This is an optimization exercise on Yosys and OpenROAD, whose aim is small area and a short achievable clock period, not a production implementation. At most, simulation tests tie the RTL to the original design; equivalence was not proved.

==> 09-28 <==
Design butterfly_top_module_8_point, start of the top module:
module butterfly_top_module_8_point(
    input clk,
    input rst,
    input new_input_flag,
    input [15:0] input_real0,
    input [15:0] input_real1,
    input [15:0] input_real2,
    input [15:0] input_real3,
    input [15:0] input_real4,
    input [15:0] input_real5,
    input [15:0] input_real6,
    input [15:0] input_real7,
    input [15:0] input_imag0,
    input [15:0] input_imag1,
    input [15:0] input_imag2,
    input [15:0] input_imag3,
    input [15:0] input_imag4,
    input [15:0] input_imag5,
    input [15:0] input_imag6,
    input [15:0] input_imag7,
    output [15:0] output_real0,
    output [15:0] output_real1,
    output [15:0] output_real2,
    output [15:0] output_real3,
    output [15:0] output_real4,
    output [15:0] output_real5,
    output [15:0] output_real6,
    output [15:0] output_real7,
    output [15:0] output_imag0,
    output [15:0] output_imag1,
    output [15:0] output_imag2,
    output [15:0] output_imag3,
    output [15:0] output_imag4,
    output [15:0] output_imag5,
    output [15:0] output_imag6,
    output [15:0] output_imag7,
    output fft_ready_flag
);
make LEC_CHECK=0 CAP_MARGIN=20 CORE_MARGIN=2 CORE_UTILIZATION=60 SETUP_SLACK_MARGIN=5 SLEW_MARGIN=20 finish   # period 10.0 ns
run.sh (not shown) runs the stock make flow with config.mk's settings and CLKGATE_MAP_FILE= SYNTH_SCRIPT=/design/flow/synth_recipe.tcl, a recipe that flattens the netlist after the stock synthesis.
==> 12-17 (differences from 09-28) <==
==> flow/flow/run.sh (new file) <==
#!/bin/bash
set -euo pipefail
bash standard.sh SETUP_SLACK_MARGIN=6.5 finish > standard_sh.log 2>&1
==> flow/standard.sh (new file) <==
#!/bin/bash
# synth_recipe.tcl (not shown) runs the flow's synth.tcl, then flattens the netlist and writes it again
# the make line also repeats each setting of config.mk as NAME=value (left out here)
make -C /OpenROAD-flow-scripts/flow DESIGN_CONFIG=/design/flow/config.mk WORK_HOME=/design/flow/orfs CLKGATE_MAP_FILE= SYNTH_SCRIPT=/design/flow/synth_recipe.tcl "${@:-finish}"
- CORE_UTILIZATION: 60 -> 40
- SETUP_SLACK_MARGIN: 5 -> default
removed: flow/run.sh
==> comparison table <==
	09-28	12-17
Status	no timing/DRC/antenna violations	no timing/DRC/antenna violations
Total length of routed wires	174600 um	202600 um
Met2 GRT Util	0.5084	0.4006
Clock latency on the worst-skew pair	0.70 ns	0.72 ns
Pre-CTS worst setup slack	3.710 ns	4.182 ns
Vias in the first global route	49970	51730
Height of the die	338.6 um	413.8 um
Clock buffers and inverters, area share	0.03905	0.03672
CTS clk-pin slew, worst paths	0.06 ns	0.07 ns
Data arrival time of the critical path	5.45 ns	5.31 ns
Setup slack of the worst register-to-register path	5.12 ns	5.30 ns
Endpoint of the worst setup timing path	y3r_p3[9]	s5_p2[13]
Share of the final layout cell area in sequential cells	0.1947	0.1758
Maximum fanout count along the critical path	4	5
Combined area of the multi-input logic cells	0.04521 mm^2	0.05074 mm^2
Die Footprint	0.1146 mm^2	0.1712 mm^2
Final worst setup slack	5.115 ns	5.304 ns
Inserted Clock Buffers	90	93
Vias	47990	49750
Number of cells upsized or downsized after cts	61	1450
Maximum operating frequency	204.7 MHz	213.0 MHz

==> inputs of 04-17 <==
butterfly_top_module_8_point, a different RTL version from the one above (not shown whole).
clock: 10.0 ns
lec_check: 0
cap_margin: 20
core_margin: 2
core_utilization: 55
slew_margin: 20
tns_end_percent: 0
standard.sh (not shown) runs the stock make flow with config.mk's settings and CLKGATE_MAP_FILE= SYNTH_SCRIPT=/design/flow/synth_recipe.tcl, a recipe that flattens the netlist after the stock synthesis.
==> flow/flow/run.sh <==
#!/bin/bash
set -euo pipefail
bash standard.sh "BUFFER_PORTS_ARGS=-buffer_cell sky130_fd_sc_hd__buf_1" SETUP_SLACK_MARGIN=5.8 finish > standard_sh.log 2>&1
==> 10-19 (differences from 04-17) <==
==> flow/flow/run.sh (replaced) <==
#!/bin/bash
# The standard layout (standard.sh), with the ports buffered by buf_1 cells instead of
# the larger clkdlybuf4s50_1 that buffer_ports picks on its own; every port still gets a buffer.
set -euo pipefail
bash standard.sh "BUFFER_PORTS_ARGS=-buffer_cell sky130_fd_sc_hd__buf_1" finish > standard_sh.log 2>&1
--- a/flow/config.mk
+++ b/flow/config.mk
@@ -9,4 +9,4 @@
 export CORE_MARGIN = 2
-export CORE_UTILIZATION = 55
+export CORE_UTILIZATION = 60
+export SETUP_SLACK_MARGIN = 5
 export SLEW_MARGIN = 20
-export TNS_END_PERCENT = 0
==> 04-11 (differences from 04-17) <==
==> flow/flow/run.sh (replaced) <==
#!/bin/bash
# The standard layout (standard.sh), with the ports buffered by buf_1 cells instead of
# the larger clkdlybuf4s50_1 that buffer_ports picks on its own; every port still gets a buffer.
set -euo pipefail
bash standard.sh "BUFFER_PORTS_ARGS=-buffer_cell sky130_fd_sc_hd__buf_1" finish > standard_sh.log 2>&1
--- a/flow/config.mk
+++ b/flow/config.mk
@@ -9,4 +9,4 @@
 export CORE_MARGIN = 2
-export CORE_UTILIZATION = 55
+export CORE_UTILIZATION = 75
+export SETUP_SLACK_MARGIN = 5
 export SLEW_MARGIN = 20
-export TNS_END_PERCENT = 0
==> 02-22 (differences from 04-17) <==
--- a/flow/config.mk
+++ b/flow/config.mk
@@ -9,3 +9,3 @@
 export CORE_MARGIN = 2
-export CORE_UTILIZATION = 55
+export CORE_UTILIZATION = 66
 export SLEW_MARGIN = 20
==> notes <==
02-22 produced a clean layout. 04-11 finished but failed the layout checks on max-capacitance violations, max-slew violations. 10-19 produced a clean layout. 04-17 completed with no timing, DRC or antenna violations.
In critical path depth, 02-22 and 04-11 do not differ.
In sequential cell count, 04-17 and 10-19 do not differ.
Global-route usage, highest first: 04-11, 02-22, 10-19, 04-17.
Between 02-22 and 04-11, the lower clock-buffer cell count is in 02-22 (gap 1).
Setup slack, highest first: 04-17, 02-22, 10-19, 04-11.
Wire length: 04-11 > 04-17 > 10-19 > 02-22.
In synthesized cell count, 02-22 and 04-17 do not differ.
==> figures <==
item	04-17	04-11	10-19	02-22
Status	finished clean	complete, but fails checks	finished clean	finished clean
Violated checks	-	max-capacitance violations, max-slew violations	-	-
Worst Path Buf+Inv	1	1	3	4
Source of the critical timing path	s7_p2[5]	s5_p2[1]	s7_p2[3]	s5_p2[8]
Worst setup slack after placement	4345 ps	4304 ps	4192 ps	4289 ps
Non-clock buffers	554	577	537	551
M1 GR Usage	36.65%	47.38%	39.77%	41.75%
Vias per inst	5.093	5.950	5.194	5.353
Routed length per placed instance	18.84 um	23.16 um	18.86 um	18.94 um
Post-layout worst setup margin	5220 ps	3812 ps	5152 ps	5194 ps
Number of vias in the routed layout	46760	52420	46920	47720
Clock-pin transition on the worst setup and hold timing paths	70 ps	60 ps	60 ps	60 ps
Final std cell area, no fill	73490 um2	72830 um2	72680 um2	73020 um2
Area of the multi-input gates	44160 um2	44010 um2	43790 um2	44150 um2
DR pass1 iterations	6	13	5	6
Full die area	121600 um2	89510 um2	111600 um2	101500 um2
Final cycle utilization of the critical path	47.80%	61.88%	48.48%	48.06%
Fraction of cell area in non-clock buffers	3.029%	3.338%	2.887%	3.023%
Die X	348.7 um	299.2 um	334.0 um	318.7 um
Initial DRC count	2282	4966	2502	2574
Initial core utilization	55.42%	75.44%	60.29%	66.50%
Max Transition Viols Final	0	2	0	0
Gpl congestion	1.020	1.059	1.022	0.9871

==> run a <==
butterfly_top_module_8_point, a different RTL version from the one above (not shown whole).
Settings: LEC_CHECK=0, CAP_MARGIN=20, CORE_MARGIN=2, CORE_UTILIZATION=60, SLEW_MARGIN=20; clock period 10.0 ns.
==> flow/flow/run.sh <==
#!/bin/bash
set -euo pipefail
bash standard.sh "BUFFER_PORTS_ARGS=-buffer_cell sky130_fd_sc_hd__buf_1" SETUP_SLACK_MARGIN=5.5 finish > standard_sh.log 2>&1
==> run b: changes against run a <==
==> flow/run.sh (new file) <==
#!/bin/bash
# synth_recipe.tcl (not shown) runs the flow's synth.tcl, then flattens the netlist and writes it again
# the make line also repeats each setting of config.mk as NAME=value (left out here)
make -C /OpenROAD-flow-scripts/flow DESIGN_CONFIG=/design/flow/config.mk WORK_HOME=/design/flow/orfs CLKGATE_MAP_FILE= SYNTH_SCRIPT=/design/flow/synth_recipe.tcl finish
SETUP_SLACK_MARGIN = 5   (was default)
removed: flow/flow/run.sh
removed: flow/standard.sh
==> flow_summary.ini <==
[outcome]
status = no timing/DRC/antenna violations

[layout]
final_cell_mix = inv_1 (1084), ha_1 (773), dfxtp_1 (696)
fin_cells = 8381

[drt]
wirelength_met1_um = 67200

[global_routing]
grt_pass1_wl_um = 248000
grt_start_max_net_pins = 15

[worst_setup_path]
worstPathMaxFanout = 6

[sta]
relSlewSlack_pct = 52.3
the above is filed under run b

==> flow_summary.ini <==
[drt]
wirelength_met1_um = 70500

[sta]
relSlewSlack_pct = 44.1

[global_routing]
grt_start_max_net_pins = 16
grt_pass1_wl_um = 254000

[layout]
top_regs = d5_p2 x17, d7_p2 x17
fin_cells = 8640

[floorplan]
fp.dieH_um = 321

[cts]
ctsResizeCount = 662

[outcome]
status = no timing/DRC/antenna violations

[worst_setup_path]
worstPathMaxFanout = 2
the above is filed under run a

Function was not checked in any run of this note: the RTL went through the layout flow alone.

==> 07-28: inputs <==
Another version of the RTL of butterfly_top_module_8_point (not shown whole).
Settings: LEC_CHECK=0, CAP_MARGIN=20, CORE_MARGIN=2, CORE_UTILIZATION=60, SLEW_MARGIN=20, TNS_END_PERCENT=0; clock period 10.0 ns.
==> flow/flow/run.sh <==
#!/bin/bash
set -euo pipefail
bash standard.sh "BUFFER_PORTS_ARGS=-buffer_cell sky130_fd_sc_hd__buf_1" SETUP_SLACK_MARGIN=5.8 finish > standard_sh.log 2>&1
==> 10-26: changes against 07-28 <==
==> flow/flow/run.sh (replaced) <==
#!/bin/bash
set -euo pipefail
bash standard.sh "BUFFER_PORTS_ARGS=-buffer_cell sky130_fd_sc_hd__buf_1" SETUP_SLACK_MARGIN=6.3 finish > standard_sh.log 2>&1
--- a/flow/config.mk
+++ b/flow/config.mk
@@ -7,6 +7,6 @@
 export LEC_CHECK = 0
 export CAP_MARGIN = 20
 export CORE_MARGIN = 2
-export CORE_UTILIZATION = 60
+export CORE_UTILIZATION = 55
 export SLEW_MARGIN = 20
 export TNS_END_PERCENT = 0
==> 12-10: changes against 07-28 <==
--- a/flow/config.mk
+++ b/flow/config.mk
@@ -7,6 +7,6 @@
 export LEC_CHECK = 0
 export CAP_MARGIN = 20
 export CORE_MARGIN = 2
-export CORE_UTILIZATION = 60
+export CORE_UTILIZATION = 55
 export SLEW_MARGIN = 20
 export TNS_END_PERCENT = 0
==> comparison <==
12-10 completed without violations. 07-28 completed and failed the layout checks on antenna rules. 10-26 completed with no timing, DRC or antenna violations. The highest first-iteration DRC count belongs to 07-28, the lowest to 12-10. Against 07-28, the core utilization of 10-26 is lower by 5.3 points. Between 07-28 and 10-26, the lower register-to-register slack is in 07-28 (gap 0.07 ns). Clock-buffer cell count: 07-28 < 12-10 < 10-26. In flip-flop and latch count, 10-26 and 12-10 do not differ. In 07-28 the wire length is smaller than in 12-10, by 1.4%. The lowest cell count belongs to 07-28, the highest to 10-26. Critical path depth: 07-28 > 10-26 > 12-10.
==> figures <==
	12-10	10-26	07-28
Reg2reg path depth	14	16	17
Number of antenna violations at the first check in global routing	8	9	13
Wire length of the first global-routing pass	273,000 um	275,600 um	267,800 um
Share of final layout cell area taken by clock buffers and inverters	0.06254	0.06215	0.06241
Outcome	no timing/DRC/antenna violations	no timing/DRC/antenna violations	failed layout checks
Layout check failures	-	-	antenna rules
Floorplan die height	366.6 um	366.6 um	351.2 um
DIE AREA	134,400 um^2	134,400 um^2	123,300 um^2
Sequential fraction of total cell area	0.3344	0.3309	0.3340
Clk_buf instances	190	198	184
Final hold slack	0.3199 ns	0.3145 ns	0.3202 ns
Peak per-stage delay on the critical path	0.54 ns	0.44 ns	0.51 ns
Arrival time reported for the critical path endpoint	4.99 ns	4.78 ns	4.83 ns
Routed via count	46,712	47,358	47,457
Final core utilization	0.6343	0.6413	0.6939
Worst-case register-to-register setup slack	5.67 ns	5.88 ns	5.81 ns
Global routing usage summed across all routing layers	0.2671	0.2688	0.2871
Core area	131,000 um^2	131,000 um^2	119,800 um^2
Launching element of the worst setup path	l2_57r_1_p3[0]	l1_26i_1_p2[8]	l2_57r_1_p3[1]
Starting DRT DRC Count	2,403	2,761	2,823
Synthesis-to-finish area growth	14.86%	16.14%	14.96%
Data required time of the critical path	10.66 ns	10.66 ns	10.64 ns

==> build 51 <==
butterfly_top_module_8_point, a different RTL version from the one above (not shown whole).
Settings: LEC_CHECK=0, CAP_MARGIN=20, CORE_MARGIN=2, CORE_UTILIZATION=60, SLEW_MARGIN=20, TNS_END_PERCENT=0; clock period 10.0 ns.
==> flow/flow/run.sh <==
#!/bin/bash
set -euo pipefail
bash standard.sh "BUFFER_PORTS_ARGS=-buffer_cell sky130_fd_sc_hd__buf_1" SETUP_SLACK_MARGIN=5.8 finish > standard_sh.log 2>&1
==> build 25 (differences from build 51) <==
--- a/flow/design.v
+++ b/flow/design.v
@@ -260,33 +260,33 @@
   wire l3_04r_g_nz = |l2_13r_0_p2[14:0];
   wire l3_04r_g_pos = ~l2_13r_0_p2[15] & l3_04r_g_nz;
   wire l3_04r_g_mn = l2_13r_0_p2[15] & ~l3_04r_g_nz;
   wire [15:0] l3_04r_g = {l2_13r_0_p2[15] ^ (l3_04r_g_pos & ~|l2_13r_0_p2[14:0]), l2_13r_0_p2[14] ^ (l3_04r_g_pos & ~|l2_13r_0_p2[13:0]), l2_13r_0_p2[13] ^ (l3_04r_g_pos & ~|l2_13r_0_p2[12:0]), l2_13r_0_p2[12] ^ (l3_04r_g_pos & ~|l2_13r_0_p2[11:0]), l2_13r_0_p2[11] ^ (l3_04r_g_pos & ~|l2_13r_0_p2[10:0]), l2_13r_0_p2[10] ^ (l3_04r_g_pos & ~|l2_13r_0_p2[9:0]), l2_13r_0_p2[9] ^ (l3_04r_g_pos & ~|l2_13r_0_p2[8:0]), l2_13r_0_p2[8] ^ (l3_04r_g_pos & ~|l2_13r_0_p2[7:0]), l2_13r_0_p2[7] ^ (l3_04r_g_pos & ~|l2_13r_0_p2[6:0]), l2_13r_0_p2[6] ^ (l3_04r_g_pos & ~|l2_13r_0_p2[5:0]), l2_13r_0_p2[5] ^ (l3_04r_g_pos & ~|l2_13r_0_p2[4:0]), l2_13r_0_p2[4] ^ (l3_04r_g_pos & ~|l2_13r_0_p2[3:0]), l2_13r_0_p2[3] ^ (l3_04r_g_pos & ~|l2_13r_0_p2[2:0]), l2_13r_0_p2[2] ^ (l3_04r_g_pos & ~|l2_13r_0_p2[1:0]), l2_13r_0_p2[1] ^ (l3_04r_g_pos & ~|l2_13r_0_p2[0:0]), l2_13r_0_p2[0] ^ (l3_04r_g_pos | l3_04r_g_mn)};
   wire [15:0] l3_04r_0;
-  add16_bk u_l3_04r_0(.a(l2_02r_0_p2), .b(l3_04r_g), .ci(1'b0), .y(l3_04r_0));
+  add16_sk u_l3_04r_0(.a(l2_02r_0_p2), .b(l3_04r_g), .ci(1'b0), .y(l3_04r_0));
   wire [15:0] l3_04r_1;
-  add16_bk u_l3_04r_1(.a(l2_02r_0_p2), .b(~l3_04r_g), .ci(1'b1), .y(l3_04r_1));
+  add16_sk u_l3_04r_1(.a(l2_02r_0_p2), .b(~l3_04r_g), .ci(1'b1), .y(l3_04r_1));
   wire l3_04i_g_nz = |l2_13i_0_p2[14:0];
   wire l3_04i_g_pos = ~l2_13i_0_p2[15] & l3_04i_g_nz;
   wire l3_04i_g_mn = l2_13i_0_p2[15] & ~l3_04i_g_nz;
   wire [15:0] l3_04i_g = {l2_13i_0_p2[15] ^ (l3_04i_g_pos & ~|l2_13i_0_p2[14:0]), l2_13i_0_p2[14] ^ (l3_04i_g_pos & ~|l2_13i_0_p2[13:0]), l2_13i_0_p2[13] ^ (l3_04i_g_pos & ~|l2_13i_0_p2[12:0]), l2_13i_0_p2[12] ^ (l3_04i_g_pos & ~|l2_13i_0_p2[11:0]), l2_13i_0_p2[11] ^ (l3_04i_g_pos & ~|l2_13i_0_p2[10:0]), l2_13i_0_p2[10] ^ (l3_04i_g_pos & ~|l2_13i_0_p2[9:0]), l2_13i_0_p2[9] ^ (l3_04i_g_pos & ~|l2_13i_0_p2[8:0]), l2_13i_0_p2[8] ^ (l3_04i_g_pos & ~|l2_13i_0_p2[7:0]), l2_13i_0_p2[7] ^ (l3_04i_g_pos & ~|l2_13i_0_p2[6:0]), l2_13i_0_p2[6] ^ (l3_04i_g_pos & ~|l2_13i_0_p2[5:0]), l2_13i_0_p2[5] ^ (l3_04i_g_pos & ~|l2_13i_0_p2[4:0]), l2_13i_0_p2[4] ^ (l3_04i_g_pos & ~|l2_13i_0_p2[3:0]), l2_13i_0_p2[3] ^ (l3_04i_g_pos & ~|l2_13i_0_p2[2:0]), l2_13i_0_p2[2] ^ (l3_04i_g_pos & ~|l2_13i_0_p2[1:0]), l2_13i_0_p2[1] ^ (l3_04i_g_pos & ~|l2_13i_0_p2[0:0]), l2_13i_0_p2[0] ^ (l3_04i_g_pos | l3_04i_g_mn)};
   wire [15:0] l3_04i_0;
-  add16_bk u_l3_04i_0(.a(l2_02i_0_p2), .b(l3_04i_g), .ci(1'b0), .y(l3_04i_0));
+  add16_sk u_l3_04i_0(.a(l2_02i_0_p2), .b(l3_04i_g), .ci(1'b0), .y(l3_04i_0));
   wire [15:0] l3_04i_1;
-  add16_bk u_l3_04i_1(.a(l2_02i_0_p2), .b(~l3_04i_g), .ci(1'b1), .y(l3_04i_1));
+  add16_sk u_l3_04i_1(.a(l2_02i_0_p2), .b(~l3_04i_g), .ci(1'b1), .y(l3_04i_1));
   wire l3_26r_g_nz = |l2_13i_1_p2[14:0];
   wire l3_26r_g_pos = ~l2_13i_1_p2[15] & l3_26r_g_nz;
   wire l3_26r_g_mn = l2_13i_1_p2[15] & ~l3_26r_g_nz;
   wire [15:0] l3_26r_g = {l2_13i_1_p2[15] ^ (l3_26r_g_pos & ~|l2_13i_1_p2[14:0]), l2_13i_1_p2[14] ^ (l3_26r_g_pos & ~|l2_13i_1_p2[13:0]), l2_13i_1_p2[13] ^ (l3_26r_g_pos & ~|l2_13i_1_p2[12:0]), l2_13i_1_p2[12] ^ (l3_26r_g_pos & ~|l2_13i_1_p2[11:0]), l2_13i_1_p2[11] ^ (l3_26r_g_pos & ~|l2_13i_1_p2[10:0]), l2_13i_1_p2[10] ^ (l3_26r_g_pos & ~|l2_13i_1_p2[9:0]), l2_13i_1_p2[9] ^ (l3_26r_g_pos & ~|l2_13i_1_p2[8:0]), l2_13i_1_p2[8] ^ (l3_26r_g_pos & ~|l2_13i_1_p2[7:0]), l2_13i_1_p2[7] ^ (l3_26r_g_pos & ~|l2_13i_1_p2[6:0]), l2_13i_1_p2[6] ^ (l3_26r_g_pos & ~|l2_13i_1_p2[5:0]), l2_13i_1_p2[5] ^ (l3_26r_g_pos & ~|l2_13i_1_p2[4:0]), l2_13i_1_p2[4] ^ (l3_26r_g_pos & ~|l2_13i_1_p2[3:0]), l2_13i_1_p2[3] ^ (l3_26r_g_pos & ~|l2_13i_1_p2[2:0]), l2_13i_1_p2[2] ^ (l3_26r_g_pos & ~|l2_13i_1_p2[1:0]), l2_13i_1_p2[1] ^ (l3_26r_g_pos & ~|l2_13i_1_p2[0:0]), l2_13i_1_p2[0] ^ (l3_26r_g_pos | l3_26r_g_mn)};
   wire [15:0] l3_26r_0;
-  add16_bk u_l3_26r_0(.a(l2_02r_1_p2), .b(l3_26r_g), .ci(1'b0), .y(l3_26r_0));
+  add16_sk u_l3_26r_0(.a(l2_02r_1_p2), .b(l3_26r_g), .ci(1'b0), .y(l3_26r_0));
   wire [15:0] l3_26r_1;
-  add16_bk u_l3_26r_1(.a(l2_02r_1_p2), .b(~l3_26r_g), .ci(1'b1), .y(l3_26r_1));
+  add16_sk u_l3_26r_1(.a(l2_02r_1_p2), .b(~l3_26r_g), .ci(1'b1), .y(l3_26r_1));
   wire [15:0] l3_26i_0;
-  add16_bk u_l3_26i_0(.a(l2_02i_1_p2), .b(~l2_13r_1_p2), .ci(~l2_13r_1_p2[15]), .y(l3_26i_0));
+  add16_sk u_l3_26i_0(.a(l2_02i_1_p2), .b(~l2_13r_1_p2), .ci(~l2_13r_1_p2[15]), .y(l3_26i_0));
   wire [15:0] l3_26i_1;
-  add16_bk u_l3_26i_1(.a(l2_02i_1_p2), .b(l2_13r_1_p2), .ci(l2_13r_1_p2[15]), .y(l3_26i_1));
+  add16_sk u_l3_26i_1(.a(l2_02i_1_p2), .b(l2_13r_1_p2), .ci(l2_13r_1_p2[15]), .y(l3_26i_1));
   wire [16:0] s5 = {l2_57r_0[15],l2_57r_0} + {l2_57i_0[15],l2_57i_0};
   wire [16:0] d5 = {l2_57i_0[15],l2_57i_0} - {l2_57r_0[15],l2_57r_0};
   wire ms5_s1 = s5_p2[3] ^ s5_p2[5];
   wire ms5_c1 = s5_p2[3] & s5_p2[5];
   wire ms5_s2 = s5_p2[4] ^ s5_p2[6];
@@ -1026,68 +1026,10 @@
     if (rst) valid <= 0;
     else valid <= {valid[1:0], new_input_flag};
   end
   assign fft_ready_flag = valid[2];
 endmodule
-module add16_bk(input [15:0] a, input [15:0] b, input ci, output [15:0] y);
-  wire [15:0] p0 = a ^ b;
-  wire [15:0] g0 = a & b;
-  wire [15:0] gg0 = {g0[15:1], g0[0] | (p0[0] & ci)};
-  wire G1_1 = gg0[1] | (p0[1] & gg0[0]);
-  wire P1_1 = p0[1] & p0[0];
-  wire G1_3 = gg0[3] | (p0[3] & gg0[2]);
-  wire P1_3 = p0[3] & p0[2];
-  wire G1_5 = gg0[5] | (p0[5] & gg0[4]);
-  wire P1_5 = p0[5] & p0[4];
-  wire G1_7 = gg0[7] | (p0[7] & gg0[6]);
-  wire P1_7 = p0[7] & p0[6];
-  wire G1_9 = gg0[9] | (p0[9] & gg0[8]);
-  wire P1_9 = p0[9] & p0[8];
-  wire G1_11 = gg0[11] | (p0[11] & gg0[10]);
-  wire P1_11 = p0[11] & p0[10];
-  wire G1_13 = gg0[13] | (p0[13] & gg0[12]);
-  wire P1_13 = p0[13] & p0[12];
-  wire G1_15 = gg0[15] | (p0[15] & gg0[14]);
-  wire P1_15 = p0[15] & p0[14];
-  wire G2_3 = G1_3 | (P1_3 & G1_1);
-  wire P2_3 = P1_3 & P1_1;
-  wire G2_7 = G1_7 | (P1_7 & G1_5);
-  wire P2_7 = P1_7 & P1_5;
-  wire G2_11 = G1_11 | (P1_11 & G1_9);
-  wire P2_11 = P1_11 & P1_9;
-  wire G2_15 = G1_15 | (P1_15 & G1_13);
-  wire P2_15 = P1_15 & P1_13;
-  wire G3_7 = G2_7 | (P2_7 & G2_3);
-  wire P3_7 = P2_7 & P2_3;
-  wire G3_15 = G2_15 | (P2_15 & G2_11);
-  wire P3_15 = P2_15 & P2_11;
-  wire G4_15 = G3_15 | (P3_15 & G3_7);
-  wire P4_15 = P3_15 & P3_7;
-  wire G6_11 = G2_11 | (P2_11 & G3_7);
-  wire P6_11 = P2_11 & P3_7;
-  wire G7_5 = G1_5 | (P1_5 & G2_3);
-  wire P7_5 = P1_5 & P2_3;
-  wire G7_9 = G1_9 | (P1_9 & G3_7);
-  wire P7_9 = P1_9 & P3_7;
-  wire G7_13 = G1_13 | (P1_13 & G6_11);
-  wire P7_13 = P1_13 & P6_11;
-  wire G8_2 = gg0[2] | (p0[2] & G1_1);
-  wire P8_2 = p0[2] & P1_1;
-  wire G8_4 = gg0[4] | (p0[4] & G2_3);
-  wire P8_4 = p0[4] & P2_3;
-  wire G8_6 = gg0[6] | (p0[6] & G7_5);
-  wire P8_6 = p0[6] & P7_5;
-  wire G8_8 = gg0[8] | (p0[8] & G3_7);
-  wire P8_8 = p0[8] & P3_7;
-  wire G8_10 = gg0[10] | (p0[10] & G7_9);
-  wire P8_10 = p0[10] & P7_9;
-  wire G8_12 = gg0[12] | (p0[12] & G6_11);
-  wire P8_12 = p0[12] & P6_11;
-  wire G8_14 = gg0[14] | (p0[14] & G7_13);
-  wire P8_14 = p0[14] & P7_13;
-  assign y = p0 ^ {G8_14, G7_13, G8_12, G6_11, G8_10, G7_9, G8_8, G3_7, G8_6, G7_5, G8_4, G2_3, G8_2, G1_1, gg0[0], ci};
-endmodule
 module add16_sk(input [15:0] a, input [15:0] b, input ci, output [15:0] y);
   wire [15:0] p0 = a ^ b;
   wire [15:0] g0 = a & b;
   wire [15:0] gg0 = {g0[15:1], g0[0] | (p0[0] & ci)};
   wire G1_1 = gg0[1] | (p0[1] & gg0[0]);
==> flow/flow/run.sh (replaced) <==
#!/bin/bash
# The standard layout (standard.sh), with the ports buffered by buf_1 cells instead of
# the larger clkdlybuf4s50_1 that buffer_ports picks on its own; every port still gets a buffer.
set -euo pipefail
bash standard.sh "BUFFER_PORTS_ARGS=-buffer_cell sky130_fd_sc_hd__buf_1" finish > standard_sh.log 2>&1
Settings changed: SETUP_SLACK_MARGIN set to 5.
==> trial 2 (differences from build 51) <==
--- a/flow/design.v
+++ b/flow/design.v
@@ -260,33 +260,33 @@
   wire l3_04r_g_nz = |l2_13r_0_p2[14:0];
   wire l3_04r_g_pos = ~l2_13r_0_p2[15] & l3_04r_g_nz;
   wire l3_04r_g_mn = l2_13r_0_p2[15] & ~l3_04r_g_nz;
   wire [15:0] l3_04r_g = {l2_13r_0_p2[15] ^ (l3_04r_g_pos & ~|l2_13r_0_p2[14:0]), l2_13r_0_p2[14] ^ (l3_04r_g_pos & ~|l2_13r_0_p2[13:0]), l2_13r_0_p2[13] ^ (l3_04r_g_pos & ~|l2_13r_0_p2[12:0]), l2_13r_0_p2[12] ^ (l3_04r_g_pos & ~|l2_13r_0_p2[11:0]), l2_13r_0_p2[11] ^ (l3_04r_g_pos & ~|l2_13r_0_p2[10:0]), l2_13r_0_p2[10] ^ (l3_04r_g_pos & ~|l2_13r_0_p2[9:0]), l2_13r_0_p2[9] ^ (l3_04r_g_pos & ~|l2_13r_0_p2[8:0]), l2_13r_0_p2[8] ^ (l3_04r_g_pos & ~|l2_13r_0_p2[7:0]), l2_13r_0_p2[7] ^ (l3_04r_g_pos & ~|l2_13r_0_p2[6:0]), l2_13r_0_p2[6] ^ (l3_04r_g_pos & ~|l2_13r_0_p2[5:0]), l2_13r_0_p2[5] ^ (l3_04r_g_pos & ~|l2_13r_0_p2[4:0]), l2_13r_0_p2[4] ^ (l3_04r_g_pos & ~|l2_13r_0_p2[3:0]), l2_13r_0_p2[3] ^ (l3_04r_g_pos & ~|l2_13r_0_p2[2:0]), l2_13r_0_p2[2] ^ (l3_04r_g_pos & ~|l2_13r_0_p2[1:0]), l2_13r_0_p2[1] ^ (l3_04r_g_pos & ~|l2_13r_0_p2[0:0]), l2_13r_0_p2[0] ^ (l3_04r_g_pos | l3_04r_g_mn)};
   wire [15:0] l3_04r_0;
-  add16_bk u_l3_04r_0(.a(l2_02r_0_p2), .b(l3_04r_g), .ci(1'b0), .y(l3_04r_0));
+  add16_sk u_l3_04r_0(.a(l2_02r_0_p2), .b(l3_04r_g), .ci(1'b0), .y(l3_04r_0));
   wire [15:0] l3_04r_1;
-  add16_bk u_l3_04r_1(.a(l2_02r_0_p2), .b(~l3_04r_g), .ci(1'b1), .y(l3_04r_1));
+  add16_sk u_l3_04r_1(.a(l2_02r_0_p2), .b(~l3_04r_g), .ci(1'b1), .y(l3_04r_1));
   wire l3_04i_g_nz = |l2_13i_0_p2[14:0];
   wire l3_04i_g_pos = ~l2_13i_0_p2[15] & l3_04i_g_nz;
   wire l3_04i_g_mn = l2_13i_0_p2[15] & ~l3_04i_g_nz;
   wire [15:0] l3_04i_g = {l2_13i_0_p2[15] ^ (l3_04i_g_pos & ~|l2_13i_0_p2[14:0]), l2_13i_0_p2[14] ^ (l3_04i_g_pos & ~|l2_13i_0_p2[13:0]), l2_13i_0_p2[13] ^ (l3_04i_g_pos & ~|l2_13i_0_p2[12:0]), l2_13i_0_p2[12] ^ (l3_04i_g_pos & ~|l2_13i_0_p2[11:0]), l2_13i_0_p2[11] ^ (l3_04i_g_pos & ~|l2_13i_0_p2[10:0]), l2_13i_0_p2[10] ^ (l3_04i_g_pos & ~|l2_13i_0_p2[9:0]), l2_13i_0_p2[9] ^ (l3_04i_g_pos & ~|l2_13i_0_p2[8:0]), l2_13i_0_p2[8] ^ (l3_04i_g_pos & ~|l2_13i_0_p2[7:0]), l2_13i_0_p2[7] ^ (l3_04i_g_pos & ~|l2_13i_0_p2[6:0]), l2_13i_0_p2[6] ^ (l3_04i_g_pos & ~|l2_13i_0_p2[5:0]), l2_13i_0_p2[5] ^ (l3_04i_g_pos & ~|l2_13i_0_p2[4:0]), l2_13i_0_p2[4] ^ (l3_04i_g_pos & ~|l2_13i_0_p2[3:0]), l2_13i_0_p2[3] ^ (l3_04i_g_pos & ~|l2_13i_0_p2[2:0]), l2_13i_0_p2[2] ^ (l3_04i_g_pos & ~|l2_13i_0_p2[1:0]), l2_13i_0_p2[1] ^ (l3_04i_g_pos & ~|l2_13i_0_p2[0:0]), l2_13i_0_p2[0] ^ (l3_04i_g_pos | l3_04i_g_mn)};
   wire [15:0] l3_04i_0;
-  add16_bk u_l3_04i_0(.a(l2_02i_0_p2), .b(l3_04i_g), .ci(1'b0), .y(l3_04i_0));
+  add16_sk u_l3_04i_0(.a(l2_02i_0_p2), .b(l3_04i_g), .ci(1'b0), .y(l3_04i_0));
   wire [15:0] l3_04i_1;
-  add16_bk u_l3_04i_1(.a(l2_02i_0_p2), .b(~l3_04i_g), .ci(1'b1), .y(l3_04i_1));
+  add16_sk u_l3_04i_1(.a(l2_02i_0_p2), .b(~l3_04i_g), .ci(1'b1), .y(l3_04i_1));
   wire l3_26r_g_nz = |l2_13i_1_p2[14:0];
   wire l3_26r_g_pos = ~l2_13i_1_p2[15] & l3_26r_g_nz;
   wire l3_26r_g_mn = l2_13i_1_p2[15] & ~l3_26r_g_nz;
   wire [15:0] l3_26r_g = {l2_13i_1_p2[15] ^ (l3_26r_g_pos & ~|l2_13i_1_p2[14:0]), l2_13i_1_p2[14] ^ (l3_26r_g_pos & ~|l2_13i_1_p2[13:0]), l2_13i_1_p2[13] ^ (l3_26r_g_pos & ~|l2_13i_1_p2[12:0]), l2_13i_1_p2[12] ^ (l3_26r_g_pos & ~|l2_13i_1_p2[11:0]), l2_13i_1_p2[11] ^ (l3_26r_g_pos & ~|l2_13i_1_p2[10:0]), l2_13i_1_p2[10] ^ (l3_26r_g_pos & ~|l2_13i_1_p2[9:0]), l2_13i_1_p2[9] ^ (l3_26r_g_pos & ~|l2_13i_1_p2[8:0]), l2_13i_1_p2[8] ^ (l3_26r_g_pos & ~|l2_13i_1_p2[7:0]), l2_13i_1_p2[7] ^ (l3_26r_g_pos & ~|l2_13i_1_p2[6:0]), l2_13i_1_p2[6] ^ (l3_26r_g_pos & ~|l2_13i_1_p2[5:0]), l2_13i_1_p2[5] ^ (l3_26r_g_pos & ~|l2_13i_1_p2[4:0]), l2_13i_1_p2[4] ^ (l3_26r_g_pos & ~|l2_13i_1_p2[3:0]), l2_13i_1_p2[3] ^ (l3_26r_g_pos & ~|l2_13i_1_p2[2:0]), l2_13i_1_p2[2] ^ (l3_26r_g_pos & ~|l2_13i_1_p2[1:0]), l2_13i_1_p2[1] ^ (l3_26r_g_pos & ~|l2_13i_1_p2[0:0]), l2_13i_1_p2[0] ^ (l3_26r_g_pos | l3_26r_g_mn)};
   wire [15:0] l3_26r_0;
-  add16_bk u_l3_26r_0(.a(l2_02r_1_p2), .b(l3_26r_g), .ci(1'b0), .y(l3_26r_0));
+  add16_sk u_l3_26r_0(.a(l2_02r_1_p2), .b(l3_26r_g), .ci(1'b0), .y(l3_26r_0));
   wire [15:0] l3_26r_1;
-  add16_bk u_l3_26r_1(.a(l2_02r_1_p2), .b(~l3_26r_g), .ci(1'b1), .y(l3_26r_1));
+  add16_sk u_l3_26r_1(.a(l2_02r_1_p2), .b(~l3_26r_g), .ci(1'b1), .y(l3_26r_1));
   wire [15:0] l3_26i_0;
-  add16_bk u_l3_26i_0(.a(l2_02i_1_p2), .b(~l2_13r_1_p2), .ci(~l2_13r_1_p2[15]), .y(l3_26i_0));
+  add16_sk u_l3_26i_0(.a(l2_02i_1_p2), .b(~l2_13r_1_p2), .ci(~l2_13r_1_p2[15]), .y(l3_26i_0));
   wire [15:0] l3_26i_1;
-  add16_bk u_l3_26i_1(.a(l2_02i_1_p2), .b(l2_13r_1_p2), .ci(l2_13r_1_p2[15]), .y(l3_26i_1));
+  add16_sk u_l3_26i_1(.a(l2_02i_1_p2), .b(l2_13r_1_p2), .ci(l2_13r_1_p2[15]), .y(l3_26i_1));
   wire [16:0] s5 = {l2_57r_0[15],l2_57r_0} + {l2_57i_0[15],l2_57i_0};
   wire [16:0] d5 = {l2_57i_0[15],l2_57i_0} - {l2_57r_0[15],l2_57r_0};
   wire ms5_s1 = s5_p2[3] ^ s5_p2[5];
   wire ms5_c1 = s5_p2[3] & s5_p2[5];
   wire ms5_s2 = s5_p2[4] ^ s5_p2[6];
@@ -1026,68 +1026,10 @@
     if (rst) valid <= 0;
     else valid <= {valid[1:0], new_input_flag};
   end
   assign fft_ready_flag = valid[2];
 endmodule
-module add16_bk(input [15:0] a, input [15:0] b, input ci, output [15:0] y);
-  wire [15:0] p0 = a ^ b;
-  wire [15:0] g0 = a & b;
-  wire [15:0] gg0 = {g0[15:1], g0[0] | (p0[0] & ci)};
-  wire G1_1 = gg0[1] | (p0[1] & gg0[0]);
-  wire P1_1 = p0[1] & p0[0];
-  wire G1_3 = gg0[3] | (p0[3] & gg0[2]);
-  wire P1_3 = p0[3] & p0[2];
-  wire G1_5 = gg0[5] | (p0[5] & gg0[4]);
-  wire P1_5 = p0[5] & p0[4];
-  wire G1_7 = gg0[7] | (p0[7] & gg0[6]);
-  wire P1_7 = p0[7] & p0[6];
-  wire G1_9 = gg0[9] | (p0[9] & gg0[8]);
-  wire P1_9 = p0[9] & p0[8];
-  wire G1_11 = gg0[11] | (p0[11] & gg0[10]);
-  wire P1_11 = p0[11] & p0[10];
-  wire G1_13 = gg0[13] | (p0[13] & gg0[12]);
-  wire P1_13 = p0[13] & p0[12];
-  wire G1_15 = gg0[15] | (p0[15] & gg0[14]);
-  wire P1_15 = p0[15] & p0[14];
-  wire G2_3 = G1_3 | (P1_3 & G1_1);
-  wire P2_3 = P1_3 & P1_1;
-  wire G2_7 = G1_7 | (P1_7 & G1_5);
-  wire P2_7 = P1_7 & P1_5;
-  wire G2_11 = G1_11 | (P1_11 & G1_9);
-  wire P2_11 = P1_11 & P1_9;
-  wire G2_15 = G1_15 | (P1_15 & G1_13);
-  wire P2_15 = P1_15 & P1_13;
-  wire G3_7 = G2_7 | (P2_7 & G2_3);
-  wire P3_7 = P2_7 & P2_3;
-  wire G3_15 = G2_15 | (P2_15 & G2_11);
-  wire P3_15 = P2_15 & P2_11;
-  wire G4_15 = G3_15 | (P3_15 & G3_7);
-  wire P4_15 = P3_15 & P3_7;
-  wire G6_11 = G2_11 | (P2_11 & G3_7);
-  wire P6_11 = P2_11 & P3_7;
-  wire G7_5 = G1_5 | (P1_5 & G2_3);
-  wire P7_5 = P1_5 & P2_3;
-  wire G7_9 = G1_9 | (P1_9 & G3_7);
-  wire P7_9 = P1_9 & P3_7;
-  wire G7_13 = G1_13 | (P1_13 & G6_11);
-  wire P7_13 = P1_13 & P6_11;
-  wire G8_2 = gg0[2] | (p0[2] & G1_1);
-  wire P8_2 = p0[2] & P1_1;
-  wire G8_4 = gg0[4] | (p0[4] & G2_3);
-  wire P8_4 = p0[4] & P2_3;
-  wire G8_6 = gg0[6] | (p0[6] & G7_5);
-  wire P8_6 = p0[6] & P7_5;
-  wire G8_8 = gg0[8] | (p0[8] & G3_7);
-  wire P8_8 = p0[8] & P3_7;
-  wire G8_10 = gg0[10] | (p0[10] & G7_9);
-  wire P8_10 = p0[10] & P7_9;
-  wire G8_12 = gg0[12] | (p0[12] & G6_11);
-  wire P8_12 = p0[12] & P6_11;
-  wire G8_14 = gg0[14] | (p0[14] & G7_13);
-  wire P8_14 = p0[14] & P7_13;
-  assign y = p0 ^ {G8_14, G7_13, G8_12, G6_11, G8_10, G7_9, G8_8, G3_7, G8_6, G7_5, G8_4, G2_3, G8_2, G1_1, gg0[0], ci};
-endmodule
 module add16_sk(input [15:0] a, input [15:0] b, input ci, output [15:0] y);
   wire [15:0] p0 = a ^ b;
   wire [15:0] g0 = a & b;
   wire [15:0] gg0 = {g0[15:1], g0[0] | (p0[0] & ci)};
   wire G1_1 = gg0[1] | (p0[1] & gg0[0]);
==> flow/flow/run.sh (replaced) <==
#!/bin/bash
# The standard layout (standard.sh), with the ports buffered by buf_1 cells instead of
# the larger clkdlybuf4s50_1 that buffer_ports picks on its own; every port still gets a buffer.
set -euo pipefail
bash standard.sh "BUFFER_PORTS_ARGS=-buffer_cell sky130_fd_sc_hd__buf_1" finish > standard_sh.log 2>&1
Settings changed: CORE_UTILIZATION 60 to 66, SETUP_SLACK_MARGIN set to 5, TNS_END_PERCENT 0 to not set.
==> results.txt <==
Standard cell core area: build 25 0.108 mm2; build 51 0.109 mm2; trial 2 0.0983 mm2
Unrepaired setup endpoints after global routing: build 25 yes; build 51 yes; trial 2 no
Detailed-placement wirelength estimate: build 25 147 mm; build 51 151 mm; trial 2 145 mm
Seq/Total Area, Yosys: build 25 23.1%; build 51 22.8%; trial 2 23.1%
Share of cell area taken by flip-flops and latches: build 25 20.9%; build 51 20.6%; trial 2 21.0%
Share of the cycle needed by the critical path after routing: build 25 49.7%; build 51 50.5%; trial 2 48.6%
Clock skew: build 25 0.0235 ns; build 51 0.0239 ns; trial 2 0.0246 ns
Met2 wire length: build 25 82.4 mm; build 51 82.5 mm; trial 2 82.6 mm
Signal buf overhead: build 25 2.80%; build 51 2.95%; trial 2 2.85%
Clock buffer count: build 25 120; build 51 107; trial 2 112
Final core area utilization: build 25 66.7%; build 51 67.5%; trial 2 73.7%
Setup slack of the critical path after layout: build 25 5.03 ns; build 51 4.95 ns; trial 2 5.14 ns
Vias per cell: build 25 5.19; build 51 5.18; trial 2 5.36
Maximum operating frequency: build 25 201 MHz; build 51 198 MHz; trial 2 206 MHz
Reg-to-reg startpoint: build 25 s7_p2[3]$_DFF_P_; build 51 s5_p2[3]$_DFF_P_; trial 2 d5_p2[7]$_DFF_P_
Synthesized-area fraction occupied by ao, oa, aoi and oai cells: build 25 10.1%; build 51 9.92%; trial 2 10.1%
Pre-antenna DRT Iters: build 25 5; build 51 5; trial 2 7
Outcome: build 25 finished clean; build 51 finished clean; trial 2 finished clean
Multi-input gate area in the final layout: build 25 0.0435 mm2; build 51 0.0445 mm2; trial 2 0.0438 mm2
Antenna violations before repair: build 25 11; build 51 8; trial 2 13
Most numerous cell on the critical path: build 25 sky130_fd_sc_hd__fa_1; build 51 -; trial 2 sky130_fd_sc_hd__fa_1
The RTL of build 51 was laid out without a check of its function.

separate check: timing with driven ports:
No port has a modelled driver above. Below, the same layouts with a new extraction and two added sets of constraints.
Step 1 sets driving cells, clkbuf_16 on the clock port and buf_2 on the other inputs (assumed; they add their load-dependent delay and slew).
Step 2 times the ports against the registers' clock, not the clock port: input delays grow and output delays shrink by t, the midpoint of the rising clock arrivals with the driver on.
Slacks: no drivers / after step 1 / after step 2; pairs: no drivers / after step 1.
| run | t, ns | setup slack, ns | hold slack, ns | worst setup path after step 2 | latest minus earliest clock arrival (ns) |
|---|---|---|---|---|---|
| 09-28 | 0.756 | 5.115 / 5.115 / 4.411 | 0.443 / 0.443 / 0.443 | input to register | 0.029 / 0.029 |
| 12-17 | 0.786 | 5.304 / 5.304 / 4.979 | 0.446 / 0.446 / 0.446 | input to register | 0.035 / 0.036 |
| 04-17 | 0.772 | 5.220 / 5.220 / 4.533 | 0.454 / 0.454 / 0.454 | input to register | 0.038 / 0.039 |
| 10-19 | 0.746 | 5.152 / 5.152 / 4.471 | 0.441 / 0.441 / 0.441 | input to register | 0.032 / 0.032 |
| 04-11 | 0.748 | 3.812 / 3.812 / 3.812 | 0.468 / 0.468 / 0.468 | register to register | 0.025 / 0.024 |
| 02-22 | 0.740 | 5.194 / 5.194 / 4.521 | 0.444 / 0.444 / 0.444 | input to register | 0.036 / 0.036 |
| run a | 0.750 | 4.825 / 4.857 / 4.107 | 0.451 / 0.451 / 0.451 | input to register | 0.028 / 0.028 |
| run b | 0.742 | 4.878 / 4.915 / 4.174 | 0.445 / 0.445 / 0.445 | input to register | 0.038 / 0.039 |
| 07-28 | 0.847 | 5.813 / 5.813 / 5.813 | 0.320 / 0.320 / 0.320 | register to register | 0.029 / 0.029 |
| 10-26 | 0.853 | 5.879 / 5.879 / 5.879 | 0.314 / 0.314 / 0.314 | register to register | 0.037 / 0.036 |
| 12-10 | 0.843 | 5.673 / 5.673 / 5.673 | 0.320 / 0.320 / 0.320 | register to register | 0.030 / 0.031 |
| build 51 | 0.756 | 4.947 / 4.947 / 4.248 | 0.443 / 0.443 / 0.443 | input to register | 0.025 / 0.025 |
| build 25 | 0.748 | 5.028 / 5.028 / 4.446 | 0.441 / 0.441 / 0.441 | input to register | 0.032 / 0.032 |
| trial 2 | 0.754 | 5.142 / 5.142 / 4.519 | 0.438 / 0.438 / 0.438 | input to register | 0.032 / 0.033 |
For run a, which loses most, drivers alone change the setup slack by +0.032 ns; drivers and shift together by -0.718 ns.
